Background: an optimization exercise with open tools, aiming at small area, a short achievable clock period and few clock cycles. Do not read the settings as production practice. In this exercise RTL edits were held to simulation tests only and were not proved equivalent to the original. No activity file was given, so power comes from the tool's default toggle rates.

==> flow/design.v (outline; a module is shown in full before it is edited, if it fits) <==
// module processor: 5076 lines
// module csa_fa: 6 lines
// module csa_ha: 6 lines
// module pair_dec: 7 lines
// module sel3: 5 lines
module processor(clk,rst,ld,kernel,o_img_re,o_img_addr,i_img_data,
                 o_out_we,o_out_addr,o_out_data,o_complete);
  // ...
==> flow/flow/run.sh <==
#!/bin/bash
set -euo pipefail
MARGIN=${MARGIN:-7.6}
bash standard.sh finish \
  "BUFFER_PORTS_ARGS=-buffer_cell sky130_fd_sc_hd__buf_2" \
  "SETUP_SLACK_MARGIN=$MARGIN" > standard_finish.log 2>&1
==> flow/standard.sh <==
#!/bin/bash
# synth_recipe.tcl (not shown) runs the flow's synth.tcl, then flattens the netlist and writes it again
# the make line also repeats each setting of config.mk as NAME=value (left out here)
make -C /OpenROAD-flow-scripts/flow DESIGN_CONFIG=/design/flow/config.mk WORK_HOME=/design/flow/orfs CLKGATE_MAP_FILE= SYNTH_SCRIPT=/design/flow/synth_recipe.tcl "${@:-finish}"
==> flow/config.mk <==
export PLATFORM = sky130hd
export DESIGN_NAME = processor
export DESIGN_NICKNAME = processor
export VERILOG_FILES = /design/flow/design.v
export SDC_FILE = /design/flow/constraint.sdc
export NUM_CORES = 4
export LEC_CHECK = 0
export CAP_MARGIN = 20
export CORE_MARGIN = 2
export CORE_UTILIZATION = 40
export CTS_CLUSTER_SIZE = 24
export SLEW_MARGIN = 20
export SYNTH_HIERARCHICAL = 1
export SYNTH_MINIMUM_KEEP_SIZE = 0
==> flow/constraint.sdc <==
create_clock -name core_clock -period 11.0 [get_ports {clk}]
set_input_delay 2.2000 -clock core_clock [delete_from_list [all_inputs] [get_ports {clk}]]
set_output_delay 2.2000 -clock core_clock [all_outputs]
set_load 0.01 [all_outputs]
==> summary.txt, run 1 <==
status no timing/DRC/antenna violations; GR Util met3 0.0618; DR WL/cell 27.9 microns; Clock Tree Root clkbuf_16; syn avg cell area 12.7 sq um; commonest non-fill, non-tap cell in the layout dfxtp_1; crit-path cells a222oi_1 > fa_1 > fa_1 > fa_1; comb_multi_in 2702; sequential cell area share 0.341; non-clk buf share 0.0269; top_reg_cell synth dfxtp_1; Hold Crit Class flop to flop; H-tree levels 3; largest family of logic cells by synthesized area adder cells; internal power component 0.0108 W; total global routing track utilization 0.259; RSZ-0062 raised after global routing true; number of synthesized register bits 862; DIE WIDTH 351 microns; DIE AREA 0.123 sq mm; area grow syn2layout 14.7%; Max clock buf depth 3; synthesized area 0.0482 sq mm; Compound-Gate Fraction of Synth Area 0.163; worst skew pair latency 0.70 ns; hold depth 0; Hold-fix buffers, CTS 0; Slew Viols, Final 0; via-per-instance ratio 6.20; FF/Latch Area 0.0188 sq mm; setup TNS 0 ns; hold path start sr31[1]; FFs w/ async S/R, synth 0; initial core utilization 0.402; clock slew at reported path FFs 0.06 ns; Stages on worst setup path 4; clk tree area frac 0.0588; cell mode on critical path fa_1; drt total wl 161000 microns; Seq/Total Area, Yosys 0.388
Testbench counts, summed over its fixed seeds: cycles 445,848.
==> run 2, diff against run 1 <==
--- a/flow/design.v
+++ b/flow/design.v
@@ -58,20 +58,27 @@
 reg [16:0] kp_k20k21;
 always @(posedge clk) kp_k20k21 <= kx_k20 + kx_k21;
 reg rd_run;
 reg [4:0] rr;       
 reg [8:0] cc;       
 reg [3:0] rs;       
 reg [16:0] addr;
 assign o_img_re = rd_run;
-assign o_img_addr = addr;
 wire r_end = (rr == 17);
 wire c_end = (cc == 257);
 wire s_end = (rs == 15);
+reg [16:0] naddr;
+always @(*) begin
+    if (ld) naddr = 17'd0;
+    else if (!r_end) naddr = addr + 17'd258;
+    else if (!c_end) naddr = addr - 17'd4385;
+    else naddr = addr - 17'd515;
+end
+out_reg17 u_img_addr (.clk(clk), .d(naddr), .q(o_img_addr));
 always @(posedge clk) begin
     if (rst)
         rd_run <= 1'b0;
     else if (ld)
         rd_run <= 1'b1;
     else if (r_end & c_end & s_end)
         rd_run <= 1'b0;
 end
@@ -5015,83 +5022,80 @@
 wire [27:0] sum = ~ra + ~rb;
 wire [7:0] clamp = sum[27] ? 8'd0 : ((|sum[26:8]) ? 8'd255 : sum[7:0]);
 reg wr_run;
 reg [4:0] wr;
 reg [8:0] wc;
 reg [3:0] ws;
 reg we;
 reg [7:0] odata;
+reg [15:0] oaddr;
 reg complete;
 assign o_out_we = we;
-assign o_out_addr = {ws, wr[3:0], wc[7:0]};
+assign o_out_addr = oaddr;
 assign o_out_data = odata;
 assign o_complete = complete;
 wire w_rend = (wr == 5'd15);
 wire w_cend = (wc == 9'd255);
 wire w_send = (ws == 15);
+wire w_valid = wr_run & ~wr[4] & ~wc[8];
 wire w_last = w_rend & w_cend & w_send;
-wire done_now = we & w_last;
-reg [4:0] nwr;
-reg [8:0] nwc;
-reg [3:0] nws;
-always @(*) begin
-    nwr = wr; nwc = wc; nws = ws;
-    if (!w_rend) begin
-        nwr = wr + 1'b1;
-    end else begin
-        nwr = 5'd30;
-        if (!w_cend) begin
-            nwc = wc + 1'b1;
-        end else begin
-            nwc = 9'd510;
-            nws = ws + 1'b1;
-        end
-    end
-end
 always @(posedge clk) begin
     if (rst) begin
         wr_run <= 1'b0;
         we <= 1'b0;
         complete <= 1'b0;
     end else if (ld) begin
         wr_run <= 1'b1;
         we <= 1'b0;
         complete <= 1'b0;
     end else begin
-        we <= wr_run & ~done_now & ~nwr[4] & ~nwc[8];
-        if (done_now) begin
-            wr_run <= 1'b0;
-            complete <= 1'b1;
-        end
+        we <= w_valid;
+        if (w_valid & w_last) wr_run <= 1'b0;
+        if (we & (oaddr == 16'hffff)) complete <= 1'b1;
     end
 end
 always @(posedge clk) begin
+    oaddr <= {ws, wr[3:0], wc[7:0]};
     odata <= clamp;
     if (ld) begin
-        wr <= 5'd12;
+        wr <= 5'd13;
         wc <= 9'd509;
         ws <= 0;
+    end else if (!w_rend) begin
+        wr <= wr + 1'b1;
     end else begin
-        wr <= nwr; wc <= nwc; ws <= nws;
+        wr <= 5'd30;
+        if (!w_cend) begin
+            wc <= wc + 1'b1;
+        end else begin
+            wc <= 9'd510;
+            ws <= ws + 1'b1;
+        end
     end
 end
 endmodule
 module csa_fa(a, b, c, s, co);
 input a, b, c;
 output s, co;
 assign s = a ^ b ^ c;
 assign co = (a & b) | (a & c) | (b & c);
 endmodule
 module csa_ha(a, b, s, co);
 input a, b;
 output s, co;
 assign s = a ^ b;
 assign co = a & b;
 endmodule
+module out_reg17(clk, d, q);
+input clk;
+input [16:0] d;
+output reg [16:0] q;
+always @(posedge clk) q <= d;
+endmodule
 module pair_dec(pa, pc, z1, z2, z3);
 input pa, pc;
 output z1, z2, z3;
 assign z1 = pa & ~pc;
 assign z2 = ~pa & pc;
 assign z3 = pa & pc;
 endmodule
 module sel3(z1, z2, z3, a, b, c, y);
==> flow/flow/run.sh (replaced) <==
#!/bin/bash
set -euo pipefail
MARGIN=${MARGIN:-7.7}
bash standard.sh finish \
  "BUFFER_PORTS_ARGS=-buffer_cell sky130_fd_sc_hd__buf_2" \
  "SETUP_SLACK_MARGIN=$MARGIN" > standard_finish.log 2>&1
==> flow/config.mk (replaced) <==
export PLATFORM = sky130hd
export DESIGN_NAME = processor
export DESIGN_NICKNAME = processor
export VERILOG_FILES = /design/flow/design.v
export SDC_FILE = /design/flow/constraint.sdc
export NUM_CORES = 4
export LEC_CHECK = 0
export CAP_MARGIN = 20
export CORE_MARGIN = 2
export CORE_UTILIZATION = 40
export SLEW_MARGIN = 20
export SYNTH_HIERARCHICAL = 1
export SYNTH_MINIMUM_KEEP_SIZE = 0
==> summary.txt, run 2 <==
area grow syn2layout 17.2%; CTS sink count 895; Max IR drop VDD 722 uV; FFs w/ async S/R, synth 0 (unchanged); max reg flops 216; Placer Congestion 0.989; max_slew headroom 0.141; RSZ-0062 raised after global routing true; crit-path cells nor2b_1 > buf_4 > a222oi_1 > fa_2 > fa_2 > fa_2; Max clock buf depth 3 (unchanged); post-layout util 0.473; biggest regs p1 (216), p2 (57); synth top area cells dfxtp_1 (31%), fa_1 (26%), a222oi_1 (11%), edfxtp_1 (8.9%), ha_1 (3.4%); Critical R2R Capture p1[23]; syn avg cell area 12.8 sq um (+0.64%); synth cell count leaders dfxtp_1 (751), fa_1 (635), a222oi_1 (545); core area 0.120 sq mm; slowest cell on the critical path a222oi_1; total global routing track utilization 0.252 (-0.00637); CTS Buf Count 97; Inst Count DP 5564; Residual DRC 0; hold depth 0 (unchanged); Hold Crit Class flop to flop; crit path DAT 4.09 ns; Reg-to-Reg Start sr19[5]; largest net degree at the start of global routing 76; top-count cell post-synth dfxtp_1; busiest grt layer met2; antenna-violating nets left 0; initial antenna violation count 6; Post-DP HPWL 123000 microns; Mapped Cells 3800; Reg power frac 0.250; Adder-Cell Fraction of Synth Area 0.296; max-cap violations 0; FF-to-FF setup slack 7.48 ns; number of synthesized register bits 895 (+3.8%); hold path start sr13[3]; Layout Skew 0.0381 ns; Final Cycle Share 0.320; Largest Register p1; synthesized area 0.0485 sq mm (+0.69%); Leak 21.2 nW; row count 127; Post-synth EDFFs 144; share of layout cells above drive strength 1 0.192; Layout fillers 10800; worst skew pair latency 0.70 ns (about the same); IO Count 199; Synth Area in Simple Gates 0.0875; initial core utilization 0.404 (+0.00118); Clock Tree Root clkbuf_16; Iter 0 DRT Violations 8340; DR pass1 iterations 22; area of the multi-input gates 0.0290 sq mm; largest family of logic cells by synthesized area adder cells; H-tree levels 3 (unchanged); PD cells 369 mW/mm^2; DIE WIDTH 352 microns (+0.34%); Via Count 35900; Nets 5070; Hold-fix buffers, CTS 0 (unchanged); first-pass GRT wire length 235000 microns; I/O Buffers 198; drt total wl 160000 microns (-0.76%); Yosys warning count 8; Final setup viols 0; Crit Path Max Fanout 8; via-per-instance ratio 6.15 (-0.88%); number of global-route vias before repair 35800; post-synthesis mux area share 0.00168; DIE AREA 0.124 sq mm (+0.69%); Compound-Gate Fraction of Synth Area 0.159 (-0.00331); clock slew at reported path FFs 0.07 ns (about the same); status no timing/DRC/antenna violations; Clock power frac 0.170; Switch Pwr 0.00926 W; M2 GR Usage 0.387; hold worst-path end sr14[3]; leading area contributor after synthesis dfxtp_1; setup TNS 0 ns (unchanged); Slew Viols, Final 0 (unchanged); Seq/Total Area, Yosys 0.399 (+0.0109); r2r worst-path depth 6; Tmin final 3.52 ns; Synth top area share 0.310; CTS tree done; most frequent cells in the layout dfxtp_1 (675), fa_1 (623), a222oi_1 (545); M1 GR Usage 0.326; startpoint types flop; Final Hold Vio Count 0; FF/Latch Area 0.0195 sq mm (+3.6%); hold_ws 0.312 ns; sw frac 0.441; Synth Area in XOR/XNOR 0.0383; combinational power share 0.579; worst path required time 11.57 ns; DR WL/cell 27.4 microns (-2.0%); final instance count without filler cells 5845; gr ovfl total 0; top_reg_cell synth dfxtp_1; CP max stage delay 1.05 ns; fmax 0.284 GHz; GR Util met3 0.0681 (+0.00628); internal power component 0.0117 W (+8.9%); Least-Margin Pin Slew 1.29 ns; Cell variety after synth 72; commonest non-fill, non-tap cell in the layout dfxtp_1; Die Height 352 microns; cell mode on critical path fa_2; Worst Setup Path Type flop to flop; crit path capture type flop
run 2: cell count changes in the layout (fill, tap and decap cells not counted), moves of 10 or more:
cell     change
buf_4       +51
buf_2       -26
buf_6       +24
dfxtp_2     +24
a21oi_1     +14
dfxtp_1     +14
nor3_1      -14
nor2b_1     -12
or3_1       -12
fa_1        -10
fa_2        +10
run 2: metrics by stage:
step                      total power [W]  instance area [sq um]  setup WS, ns
after global routing               0.0222                  56800          7.51
after floorplan                    0.0113                  48900          7.30
after global placement             0.0166                  51700          6.92
after CTS                          0.0204                  56000          7.52
final                              0.0210                  56800          7.48
after detailed placement           0.0167                  51700          6.90
run 2: how the worst max path moves through the flow:
stage | to | slack, ns | startpoint
after floorplan | k00[13] | 7.30 | kernel[3]
after global placement | k22[13] | 6.92 | kernel[131]
after detailed placement | k22[13] | 6.90 | kernel[131]
after CTS | addr[16] | 7.52 | cc[1]
after global routing | p1[23] | 7.51 | sr19[5]
final | p1[23] | 7.48 | sr19[5]
run 2: timing repair:
| action | in CTS | in global routing |
|---|---|---|
| pin swaps | 34 | 62 |
| setup endpoints to repair | 177 | 155 |
| setup buffers | 37 | 60 |
| endpoints found under the hold margin | 0 | 0 |
| resized for setup | 122 | 124 |
run 2: cell families after synthesis:
group | after synthesis
compound gates | 895
xor+xnor | 212
fa+ha+maj | 766
buf+inv | 229
flops | 895
mux | 8
other cells | 1
simple gates | 794
run 2: cell type report:
| cell class | instances | area share |
|---|---|---|
| clock buffer | 138 | 0.0510 |
| timing repair buffer | 301 | 0.0360 |
| multi-input combinational | 2687 | 0.511 |
| tap | 1612 | 0.0355 |
| antenna | 3 | 0.000132 |
| sequential | 895 | 0.343 |
| inverter | 167 | 0.0115 |
| clock inverter | 42 | 0.0121 |
run 2: power by group through the flow:
stage	clock, W	sequential, W	combinational, W
global route	0.00378	0.00533	0.0131
CTS	0.00366	0.00523	0.0116
global placement	0	0.00529	0.0113
floorplan	0	0.00493	0.00640
detailed placement	0	0.00530	0.0114
finish	0.00357	0.00526	0.0122
run 2: critical path, delay by kind of cell (launching register included):
kind	cells	cell delay (ns)
AOI/OAI and AO/OA	1	1.05
and+or+nand+nor	1	0.13
adders and majority gates	3	1.71
DFF	1	0.37
buffers and inverters	1	0.16
run 2: modules after synthesis, one instance, submodules excluded:
| module | copies in the design | flops+latches |
|---|---|---|
| pair_dec | 64 | 0 |
| processor | 1 | 878 |
| sel3 | 512 | 0 |
| out_reg17 | 1 | 17 |
| csa_fa | 629 | 0 |
| csa_ha | 15 | 0 |
run 2: routing by layer:
layer	wire, microns	part of all wire	up-vias
met3	17900	0.11	442
li1	-	-	15300
met2	70700	0.44	2259
met5	0	0	-
met4	10100	0.063	0
met1	61300	0.38	18000
Testbench counts of run 2, summed over its fixed seeds: cycles 445,848.

==> separate check: timing with driven ports <==
In the flow no input, the clock included, has a driving cell. The finished layouts below were timed again as built, in two steps.
Step 1 assumes that a clkbuf_16 drives the clock port and a buf_2 every other input.
Step 2 moves the port delays by t, midway between the first and last clock arrival at a register: inputs arrive t later, outputs are due t later. That takes back most of the time a late clock gives input paths.
Three values: ideal, step 1, step 2; two values: the first two.
run | t, ns | slack for setup (ns) | worst setup path after step 2 | latest minus earliest clock arrival (ns) | pins driven straight from the clock port
run 1 | 0.776 | 7.492 / 7.492 / 6.937 | input to register | 0.027 / 0.027 | 1
run 2 | 0.751 | 7.480 / 7.480 / 7.016 | input to register | 0.038 / 0.038 | 1
After both steps every run listed still meets setup and hold. For run 1, which loses most, drivers alone change the setup slack by 0.000 ns; drivers and shift together by -0.555 ns.
